This is an optimization exercise on Yosys and OpenROAD, whose aim is small area, not a production implementation.
Where RTL was checked, it was by simulation tests only, not by an equivalence proof against the original.
The flow treats the clock pin as an ideal source. Dropping or thinning the clock tree relies on that and would not hold on a real chip.
Power and IR drop assume default switching activity.

==> indigo <==
Design top, start of the top module:
module top(clk, reset, sensor_N, sensor_E, sensor_S, sensor_W, ped_N, ped_E, ped_S, ped_W, emergency_N, emergency_E, emergency_S, emergency_W, green_N, yellow_N, red_N, green_E, yellow_E, red_E, green_S
, yellow_S, red_S, green_W, yellow_W, red_W);
  input clk;
  wire clk;
  input reset;
  wire reset;
  input [1:0] sensor_N;
  wire [1:0] sensor_N;
  input [1:0] sensor_E;
  wire [1:0] sensor_E;
  input [1:0] sensor_S;
  wire [1:0] sensor_S;
  input [1:0] sensor_W;
  wire [1:0] sensor_W;
  input ped_N;
  wire ped_N;
  input ped_E;
  wire ped_E;
  input ped_S;
  wire ped_S;
  input ped_W;
  wire ped_W;
  input emergency_N;
  wire emergency_N;
  input emergency_E;
  wire emergency_E;
  input emergency_S;
  wire emergency_S;
  input emergency_W;
  wire emergency_W;
  output green_N;
  reg green_N;
  output yellow_N;
  reg yellow_N;
  output red_N;
  wire red_N;
  output green_E;
  reg green_E;
  output yellow_E;
  reg yellow_E;
  output red_E;
  wire red_E;
  output green_S;
  reg green_S;
  output yellow_S;
  reg yellow_S;
  output red_S;
  wire red_S;
  output green_W;
  reg green_W;
  ...
clock: 6.0 ns
lec_check: 0
cap_margin: 20
core_area: 2.3 2.72 60.7 60.3
die_area: 0 0 63 63
slew_margin: 20
synth_hierarchical: 1
synth_minimum_keep_size: 0
standard.sh (not shown) runs the stock make flow with config.mk's settings and CLKGATE_MAP_FILE= SYNTH_SCRIPT=/design/flow/synth_recipe.tcl, a recipe that flattens the netlist after the stock synthesis.
==> flow/flow/run.sh <==
#!/bin/bash
# Standard ORFS layout, with two changes: the port buffers are the smallest
# buffer (buf_1), and after CTS the clock tree is replaced by 4 clkbuf_4 cells,
# each driving a group of nearby flip-flops (flow/cts_post.tcl).
set -euo pipefail
bash standard.sh \
  BUFFER_PORTS_ARGS="-buffer_cell sky130_fd_sc_hd__buf_1" \
  CTS_ARGS="-sink_clustering_enable -repair_clock_nets -dont_use_dummy_load" \
  POST_CTS_TCL="$PWD/flow/cts_post.tcl" CLK_BUF_CELL=clkbuf_4 CLK_BUF_N=4 \
  finish > standard.log 2>&1
==> flow/flow/cts_post.tcl <==
# After CTS: replace the clock tree by CLK_BUF_N buffers of type CLK_BUF_CELL,
# each driven by the clock port and driving one group of flip-flops (groups
# made by splitting the flip-flops in halves, alternately by x and by y), each
# buffer placed at the centre of its group.
set cell $::env(CLK_BUF_CELL)
set nbuf $::env(CLK_BUF_N)
set block [ord::get_db_block]
set db [ord::get_db]
set clk_net [$block findNet clk]
set sinks {}
set old_insts {}
set old_nets {}
set todo [list $clk_net]
while { [llength $todo] > 0 } {
  set n [lindex $todo 0]
  set todo [lrange $todo 1 end]
  foreach it [$n getITerms] {
    if { ![$it isInputSignal] } { continue }
    set inst [$it getInst]
    set m [[$inst getMaster] getName]
    if { [regexp {__(clkbuf|clkinv|bufinv|clkdlybuf|buf)_} $m] } {
      lappend old_insts $inst
      foreach ot [$inst getITerms] {
        if { [$ot isOutputSignal] && [$ot getNet] ne "NULL" } {
          lappend old_nets [$ot getNet]
          lappend todo [$ot getNet]
        }
      }
    } else {
      if { ![string match "sky130_fd_sc_hd__df*" $m] } {
        error "cts_post: unexpected clock sink [$inst getName] ($m)"
      }
      lappend sinks $it
    }
  }
}
puts "cts_post: [llength $sinks] clock sinks, [llength $old_insts] tree cells removed"
proc centre { it } {
  set bb [[$it getInst] getBBox]
  return [list [expr {([$bb xMin] + [$bb xMax]) / 2}] [expr {([$bb yMin] + [$bb yMax]) / 2}]]
}
proc split_groups { items n axis } {
  if { $n <= 1 } { return [list $items] }
  set keyed {}
  foreach it $items { lappend keyed [list [lindex [centre $it] $axis] $it] }
  set sorted {}
  foreach k [lsort -integer -index 0 $keyed] { lappend sorted [lindex $k 1] }
  set h [expr {[llength $sorted] / 2}]
  set na [expr {$n / 2}]
  return [concat [split_groups [lrange $sorted 0 [expr {$h - 1}]] $na [expr {1 - $axis}]] \
                 [split_groups [lrange $sorted $h end] [expr {$n - $na}] [expr {1 - $axis}]]]
}
set die [$block getDieArea]
set axis [expr {([$die dx] >= [$die dy]) ? 0 : 1}]
set groups [split_groups $sinks $nbuf $axis]
foreach it $sinks { $it disconnect }
foreach inst $old_insts { odb::dbInst_destroy $inst }
foreach n $old_nets { odb::dbNet_destroy $n }
set master [$db findMaster sky130_fd_sc_hd__$cell]
set i 0
foreach g $groups {
  set sx 0; set sy 0
  foreach it $g { lassign [centre $it] x y; set sx [expr {$sx + $x}]; set sy [expr {$sy + $y}] }
  set buf [odb::dbInst_create $block $master clkbuf_leaf_$i]
  set leaf [odb::dbNet_create $block clknet_leaf_$i]
  $leaf setSigType CLOCK
  [$buf findITerm A] connect $clk_net
  [$buf findITerm X] connect $leaf
  foreach it $g { $it connect $leaf }
  $buf setLocation [expr {$sx / [llength $g]}] [expr {$sy / [llength $g]}]
  $buf setPlacementStatus PLACED
  puts "cts_post: clkbuf_leaf_$i drives [llength $g] flip-flops"
  incr i
}
detailed_placement
check_placement -verbose
estimate_parasitics -placement
report_checks -path_delay min_max -format end
report_check_types -max_slew -max_capacitance
==> pepper (differences from indigo) <==
==> flow/flow/run.sh (replaced) <==
#!/bin/bash
# Standard ORFS layout, with two changes: the port buffers are the smallest
# buffer (buf_1), and after CTS the clock tree is replaced by 2 clkbuf_8 cells,
# each driving a group of nearby flip-flops (flow/cts_post.tcl).
set -euo pipefail
bash standard.sh \
  BUFFER_PORTS_ARGS="-buffer_cell sky130_fd_sc_hd__buf_1" \
  CTS_ARGS="-sink_clustering_enable -repair_clock_nets -dont_use_dummy_load" \
  POST_CTS_TCL="$PWD/flow/cts_post.tcl" CLK_BUF_CELL=clkbuf_8 CLK_BUF_N=2 \
  finish > standard.log 2>&1
==> summary of the runs <==
Die area is the same in indigo and pepper.
Setup slack: indigo is better than pepper (0.0083 ns).
Of pepper and indigo, indigo has the higher global-route usage (gap 0.69 points).
Synthesized area is the same in indigo and pepper.
In final area, indigo and pepper hardly differ.
Against pepper, the wire length of indigo is larger by 2.1%.
Sequential power is about the same in indigo and pepper.
Between indigo and pepper, the lower power is in pepper (gap about 0.2%, measured against pepper).
Of pepper and indigo, indigo has the higher via count (gap 0.77%, measured against indigo).
In flip-flop and latch count, pepper and indigo do not differ.
==> figures <==
quantity                                                                                    pepper                   indigo
Static power due to leakage                                                              0.8275 nW                0.8315 nW
Met3 Usage GRT                                                                              3.243%                   3.964%
Final design utilization                                                                    57.41%                   57.48%
Global-route wire length before repair                                                     5878 um                  5975 um
Layout Nets                                                                                    246                      248
Portion of the clock cycle consumed by the worst path in the final layout                   64.03%                   63.90%
Final total power                                                                        0.9522 mW                0.9541 mW
Average wire length per cell after detail routing                                         12.60 um                 12.76 um
Post-layout minimum cycle time                                                            3.842 ns                 3.834 ns
Run status                                                                 complete, no violations  complete, no violations
Vias/cell                                                                                    5.180                    5.182
Fraction of area in registers                                                               45.29%                   45.23%
Setup slack on the worst flop-to-flop path                                                 4.53 ns                  4.54 ns
Slew of the pin with the lowest slew margin                                              0.4962 ns                0.4931 ns
Vias post-DR                                                                                  1409                     1420
Met2 Routed Length                                                                         1620 um                  1651 um
WL met3                                                                                      84 um                   102 um
CP peak stage delay                                                                        0.63 ns                  0.62 ns
Global routing usage on met1                                                                24.71%                   24.37%
Switching power share of the total                                                          36.00%                   36.02%
Internal power                                                                           0.6094 mW                0.6104 mW
No run of this note takes its clock network from TritonCTS; it comes from the design's own scripts or RTL.

* * *

==> 09-01: inputs <==
==> flow/design.v <==
module arbiter (
    input  wire [1:0] dens_N,
    input  wire [1:0] dens_E,
    input  wire [1:0] dens_S,
    input  wire [1:0] dens_W,
    input  wire       ped_N,
    input  wire       ped_E,
    input  wire       ped_S,
    input  wire       ped_W,
    input  wire       emergency_N,
    input  wire       emergency_E,
    input  wire       emergency_S,
    input  wire       emergency_W,
    output reg        grant_N,
    output reg        grant_E,
    output reg        grant_S,
    output reg        grant_W
);
    integer score_N, score_E, score_S, score_W;
    always @(*) begin
        grant_N = 0; grant_E = 0; grant_S = 0; grant_W = 0;
        if (emergency_N | emergency_E | emergency_S | emergency_W) begin
            score_N = (emergency_N ? 100 : 0) + dens_N + (ped_N ? 2 : 0);
            score_E = (emergency_E ? 100 : 0) + dens_E + (ped_E ? 2 : 0);
            score_S = (emergency_S ? 100 : 0) + dens_S + (ped_S ? 2 : 0);
            score_W = (emergency_W ? 100 : 0) + dens_W + (ped_W ? 2 : 0);
        end else begin
            score_N = dens_N + (ped_N ? 2 : 0);
            score_E = dens_E + (ped_E ? 2 : 0);
            score_S = dens_S + (ped_S ? 2 : 0);
            score_W = dens_W + (ped_W ? 2 : 0);
        end
        if (score_N >= score_E && score_N >= score_S && score_N >= score_W) grant_N = 1;
        else if (score_E >= score_N && score_E >= score_S && score_E >= score_W) grant_E = 1;
        else if (score_S >= score_N && score_S >= score_E && score_S >= score_W) grant_S = 1;
        else grant_W = 1;
    end
endmodule
module lane_fsm #(
    parameter TIMER_WIDTH = 16,
    parameter GREEN_MIN = 50,   
    parameter GREEN_STEP = 25,  
    parameter YELLOW_TIME = 15  
)(
    input  wire clk,
    input  wire reset,
    input  wire grant,              
    input  wire ped_req,               
    input  wire [1:0] density,         
    output reg  green,
    output reg  yellow,
    output reg  red
);
    localparam S_RED    = 2'd0;
    localparam S_GREEN  = 2'd1;
    localparam S_YELLOW = 2'd2;
    reg [1:0] state, next_state;
    reg [TIMER_WIDTH-1:0] timer, next_timer;
    always @(posedge clk or posedge reset) begin
        if (reset) begin
            state <= S_RED;
            timer <= 0;
        end else begin
            state <= next_state;
            timer <= next_timer;
        end
    end
    always @(*) begin
        next_state = state;
        next_timer = timer;
        case (state)
            S_RED: begin
                if (grant) begin
                    next_state = S_GREEN;
                    next_timer = GREEN_MIN + (density * GREEN_STEP);
                    if (ped_req) next_timer = next_timer + GREEN_STEP;
                end
            end
            S_GREEN: begin
                if (timer == 0) begin
                    next_state = S_YELLOW;
                    next_timer = YELLOW_TIME; 
                end else begin
                    next_timer = timer - 1;
                end
            end
            S_YELLOW: begin
                if (timer == 0) begin
                    next_state = S_RED;
                    next_timer = 0;
                end else begin
                    next_timer = timer - 1;
                end
            end
            default: begin
                next_state = S_RED;
                next_timer = 0;
            end
        endcase
    end
    always @(*) begin
        green  = (state == S_GREEN);
        yellow = (state == S_YELLOW);
        red    = (state == S_RED);
    end
endmodule
module top (
    input  wire clk,
    input  wire reset,
    input  wire [1:0] sensor_N,
    input  wire [1:0] sensor_E,
    input  wire [1:0] sensor_S,
    input  wire [1:0] sensor_W,
    input  wire       ped_N,
    input  wire       ped_E,
    input  wire       ped_S,
    input  wire       ped_W,
    input  wire       emergency_N,
    input  wire       emergency_E,
    input  wire       emergency_S,
    input  wire       emergency_W,
    output wire green_N, yellow_N, red_N,
    output wire green_E, yellow_E, red_E,
    output wire green_S, yellow_S, red_S,
    output wire green_W, yellow_W, red_W
);
    wire grant_N, grant_E, grant_S, grant_W;
    arbiter arb_u (
        .dens_N(sensor_N), .dens_E(sensor_E), .dens_S(sensor_S), .dens_W(sensor_W),
        .ped_N(ped_N), .ped_E(ped_E), .ped_S(ped_S), .ped_W(ped_W),
        .emergency_N(emergency_N), .emergency_E(emergency_E), .emergency_S(emergency_S), .emergency_W(emergency_W),
        .grant_N(grant_N), .grant_E(grant_E), .grant_S(grant_S), .grant_W(grant_W)
    );
    lane_fsm #(.GREEN_MIN(100), .GREEN_STEP(50), .YELLOW_TIME(30)) laneN(
        .clk(clk), .reset(reset), .grant(grant_N), .ped_req(ped_N), .density(sensor_N),
        .green(green_N), .yellow(yellow_N), .red(red_N)
    );
    lane_fsm laneE(
        .clk(clk), .reset(reset), .grant(grant_E), .ped_req(ped_E), .density(sensor_E),
        .green(green_E), .yellow(yellow_E), .red(red_E)
    );
    lane_fsm laneS(
        .clk(clk), .reset(reset), .grant(grant_S), .ped_req(ped_S), .density(sensor_S),
        .green(green_S), .yellow(yellow_S), .red(red_S)
    );
    lane_fsm laneW(
        .clk(clk), .reset(reset), .grant(grant_W), .ped_req(ped_W), .density(sensor_W),
        .green(green_W), .yellow(yellow_W), .red(red_W)
    );
endmodule
==> flow/run.sh <==
#!/bin/bash
# synth_recipe.tcl (not shown) runs the flow's synth.tcl, then flattens the netlist and writes it again
# the make line also repeats each setting of config.mk as NAME=value (left out here)
make -C /OpenROAD-flow-scripts/flow DESIGN_CONFIG=/design/flow/config.mk WORK_HOME=/design/flow/orfs CLKGATE_MAP_FILE= SYNTH_SCRIPT=/design/flow/synth_recipe.tcl finish
==> flow/config.mk <==
export PLATFORM = sky130hd
export DESIGN_NAME = top
export DESIGN_NICKNAME = top
export VERILOG_FILES = /design/flow/design.v
export SDC_FILE = /design/flow/constraint.sdc
export NUM_CORES = 4
export LEC_CHECK = 0
export CAP_MARGIN = 20
export CORE_MARGIN = 2
export CORE_UTILIZATION = 40
export SLEW_MARGIN = 20
==> flow/constraint.sdc <==
create_clock -name core_clock -period 6.0 [get_ports {clk}]
set_input_delay 1.2000 -clock core_clock [delete_from_list [all_inputs] [get_ports {clk}]]
set_output_delay 1.2000 -clock core_clock [all_outputs]
set_load 0.01 [all_outputs]
==> inputs of 09-22, as changes to 09-01 <==
==> flow/design.v (replaced) <==
module arbiter (
    input  wire [1:0] dens_N, dens_E, dens_S, dens_W,
    input  wire       ped_N, ped_E, ped_S, ped_W,
    input  wire       emergency_N, emergency_E, emergency_S, emergency_W,
    output wire       grant_N, grant_E, grant_S, grant_W
);
    function ge;    
        input [3:0] a, b;
        reg g3, e3, g2, e2, g1, e1, g0;
        begin
            g3 = a[3] & ~b[3]; e3 = ~(a[3] ^ b[3]);
            g2 = a[2] & ~b[2]; e2 = ~(a[2] ^ b[2]);
            g1 = a[1] & ~b[1]; e1 = ~(a[1] ^ b[1]);
            g0 = a[0] | ~b[0];
            ge = g3 | e3 & (g2 | e2 & (g1 | e1 & g0));
        end
    endfunction
    wire [3:0] kN = {emergency_N, dens_N[1] & ped_N, dens_N[1] ^ ped_N, dens_N[0]};
    wire [3:0] kE = {emergency_E, dens_E[1] & ped_E, dens_E[1] ^ ped_E, dens_E[0]};
    wire [3:0] kS = {emergency_S, dens_S[1] & ped_S, dens_S[1] ^ ped_S, dens_S[0]};
    wire [3:0] kW = {emergency_W, dens_W[1] & ped_W, dens_W[1] ^ ped_W, dens_W[0]};
    wire ne = ge(kN, kE);
    wire sw = ge(kS, kW);
    wire [3:0] k1 = ne ? kN : kE;
    wire [3:0] k2 = sw ? kS : kW;
    wire t = ge(k1, k2);
    assign grant_N = t & ne;
    assign grant_E = t & ~ne;
    assign grant_S = ~t & sw;
    assign grant_W = ~t & ~sw;
endmodule
module lane_n (
    input  wire       clk,
    input  wire       reset,
    input  wire       grant,
    input  wire       ped_req,
    input  wire [1:0] density,
    output reg        green,
    output reg        yellow,
    output wire       red
);
    reg  [8:0] c;
    reg  [8:0] lg;
    always @(*) begin
        case ({density, ped_req})
            3'd0: lg = 9'd343;
            3'd1: lg = 9'd92;
            3'd2: lg = 9'd92;
            3'd3: lg = 9'd367;
            3'd4: lg = 9'd367;
            3'd5: lg = 9'd62;
            3'd6: lg = 9'd62;
            3'd7: lg = 9'd318;
            default: lg = 9'd0;
        endcase
    end
    wire g_end = ~c[0] & ~c[1] & ~c[2] & c[3] & c[4] & ~c[5] & ~c[8];
    wire y_end = c[1] & c[3] & c[6];
    assign red = ~(green | yellow);
    always @(posedge clk or posedge reset) begin
        if (reset) begin
            green  <= 1'b0;
            yellow <= 1'b0;
        end else begin
            green  <= (red & grant) | (green & ~g_end);
            yellow <= (green & g_end) | (yellow & ~y_end);
        end
    end
    always @(posedge clk)
        c <= red ? lg : {c[7:0], c[8] ^ c[3]};
endmodule
module lane_esw (
    input  wire       clk,
    input  wire       reset,
    input  wire       grant,
    input  wire       ped_req,
    input  wire [1:0] density,
    output reg        green,
    output reg        yellow,
    output wire       red
);
    reg  [7:0] c;
    reg  [7:0] lg;
    always @(*) begin
        case ({density, ped_req})
            3'd0: lg = 8'd87;
            3'd1: lg = 8'd77;
            3'd2: lg = 8'd77;
            3'd3: lg = 8'd173;
            3'd4: lg = 8'd173;
            3'd5: lg = 8'd53;
            3'd6: lg = 8'd53;
            3'd7: lg = 8'd45;
            default: lg = 8'd0;
        endcase
    end
    wire g_end = ~c[0] & ~c[1] & ~c[4] & ~c[6] & ~c[7];
    wire y_end = c[0] & c[2] & c[3];
    assign red = ~(green | yellow);
    always @(posedge clk or posedge reset) begin
        if (reset) begin
            green  <= 1'b0;
            yellow <= 1'b0;
        end else begin
            green  <= (red & grant) | (green & ~g_end);
            yellow <= (green & g_end) | (yellow & ~y_end);
        end
    end
    always @(posedge clk)
        c <= red ? lg : {c[6:0], ~(c[7] ^ c[2])};
endmodule
module top (
    input  wire clk,
    input  wire reset,
    input  wire [1:0] sensor_N,
    input  wire [1:0] sensor_E,
    input  wire [1:0] sensor_S,
    input  wire [1:0] sensor_W,
    input  wire       ped_N,
    input  wire       ped_E,
    input  wire       ped_S,
    input  wire       ped_W,
    input  wire       emergency_N,
    input  wire       emergency_E,
    input  wire       emergency_S,
    input  wire       emergency_W,
    output wire green_N, yellow_N, red_N,
    output wire green_E, yellow_E, red_E,
    output wire green_S, yellow_S, red_S,
    output wire green_W, yellow_W, red_W
);
    wire grant_N, grant_E, grant_S, grant_W;
    arbiter arb_u (
        .dens_N(sensor_N), .dens_E(sensor_E), .dens_S(sensor_S), .dens_W(sensor_W),
        .ped_N(ped_N), .ped_E(ped_E), .ped_S(ped_S), .ped_W(ped_W),
        .emergency_N(emergency_N), .emergency_E(emergency_E), .emergency_S(emergency_S), .emergency_W(emergency_W),
        .grant_N(grant_N), .grant_E(grant_E), .grant_S(grant_S), .grant_W(grant_W)
    );
    lane_n laneN(
        .clk(clk), .reset(reset), .grant(grant_N), .ped_req(ped_N), .density(sensor_N),
        .green(green_N), .yellow(yellow_N), .red(red_N)
    );
    lane_esw laneE(
        .clk(clk), .reset(reset), .grant(grant_E), .ped_req(ped_E), .density(sensor_E),
        .green(green_E), .yellow(yellow_E), .red(red_E)
    );
    lane_esw laneS(
        .clk(clk), .reset(reset), .grant(grant_S), .ped_req(ped_S), .density(sensor_S),
        .green(green_S), .yellow(yellow_S), .red(red_S)
    );
    lane_esw laneW(
        .clk(clk), .reset(reset), .grant(grant_W), .ped_req(ped_W), .density(sensor_W),
        .green(green_W), .yellow(yellow_W), .red(red_W)
    );
endmodule
--- a/flow/config.mk
+++ b/flow/config.mk
@@ -7,2 +7,3 @@
 export LEC_CHECK = 0
+export ABC_AREA = 1
 export CAP_MARGIN = 20
==> results.cfg <==
[synth]
async_flop_share_pct = 19.51
syn-cell-area_sq_mm = 0.002167

[final_layout]
multi_input_cells = 178
multi_input_area_share_pct = 39.59

[power]
seq_power_w = 0.000327

[critical_path]
worstPathRequired_ps = 6190

[route]
vias = 1727

[clock_tree]
worst_skew_pair.late_latency_ps = 290

[status]
status = finished clean

[placement]
dpl_cell_area_sq_mm = 0.002537
# the run above: 09-22

==> results.cfg <==
[placement]
dpl_cell_area_sq_mm = 0.006574

[grt]
grt_max_degree = 40

[status]
status = finished clean

[clock_tree]
worst_skew_pair.late_latency_ps = 350

[final_layout]
multi_input_area_share_pct = 58.43
multi_input_cells = 621

[power]
seq_power_w = 0.000865

[synth]
async_flop_share_pct = 100.0

[timing]
hold_viol = 0

[critical_path]
worstPathRequired_ps = 6230

[route]
vias = 5723
# the run above: 09-01

The RTL of 09-22 was laid out without a check of its function.

[afterwards: timing with drivers on the ports]
Ports are ideal in the flow. The routed layouts listed here were re-timed in OpenROAD. Step 1 sets driving cells, clkbuf_16 on the clock port and buf_2 on the other inputs (assumed; they add their load-dependent delay and slew). Step 2, shift: input delay + t, output delay - t, t = (earliest + latest rising clock arrival at the registers) / 2. This alone moves slack from input paths to output paths. Three values: ideal, step 1, step 2; two values: the first two.
| run | shift t [ns] | setup slack, ns | clock arrival spread, ns | slew at the worst register clock pin (ns) | cell pins on the clock port's net |
|---|---|---|---|---|---|
| indigo | 0.206 | 2.166 / 2.182 / 1.977 | 0.017 / 0.017 | 0.11 / 0.11 | 4 |
| pepper | 0.203 | 2.158 / 2.164 / 1.961 | 0.011 / 0.011 | 0.12 / 0.12 | 2 |
| 09-01 | 0.387 | 0.841 / 0.854 / 0.467 | 0.006 / 0.006 | 0.06 / 0.06 | 1 |
| 09-22 | 0.318 | 2.577 / 2.582 / 2.264 | 0.006 / 0.005 | 0.08 / 0.08 | 1 |
After both steps setup and hold are still met in every run listed. For 09-01, which loses most, drivers alone change the setup slack by +0.013 ns; drivers and shift together by -0.374 ns.
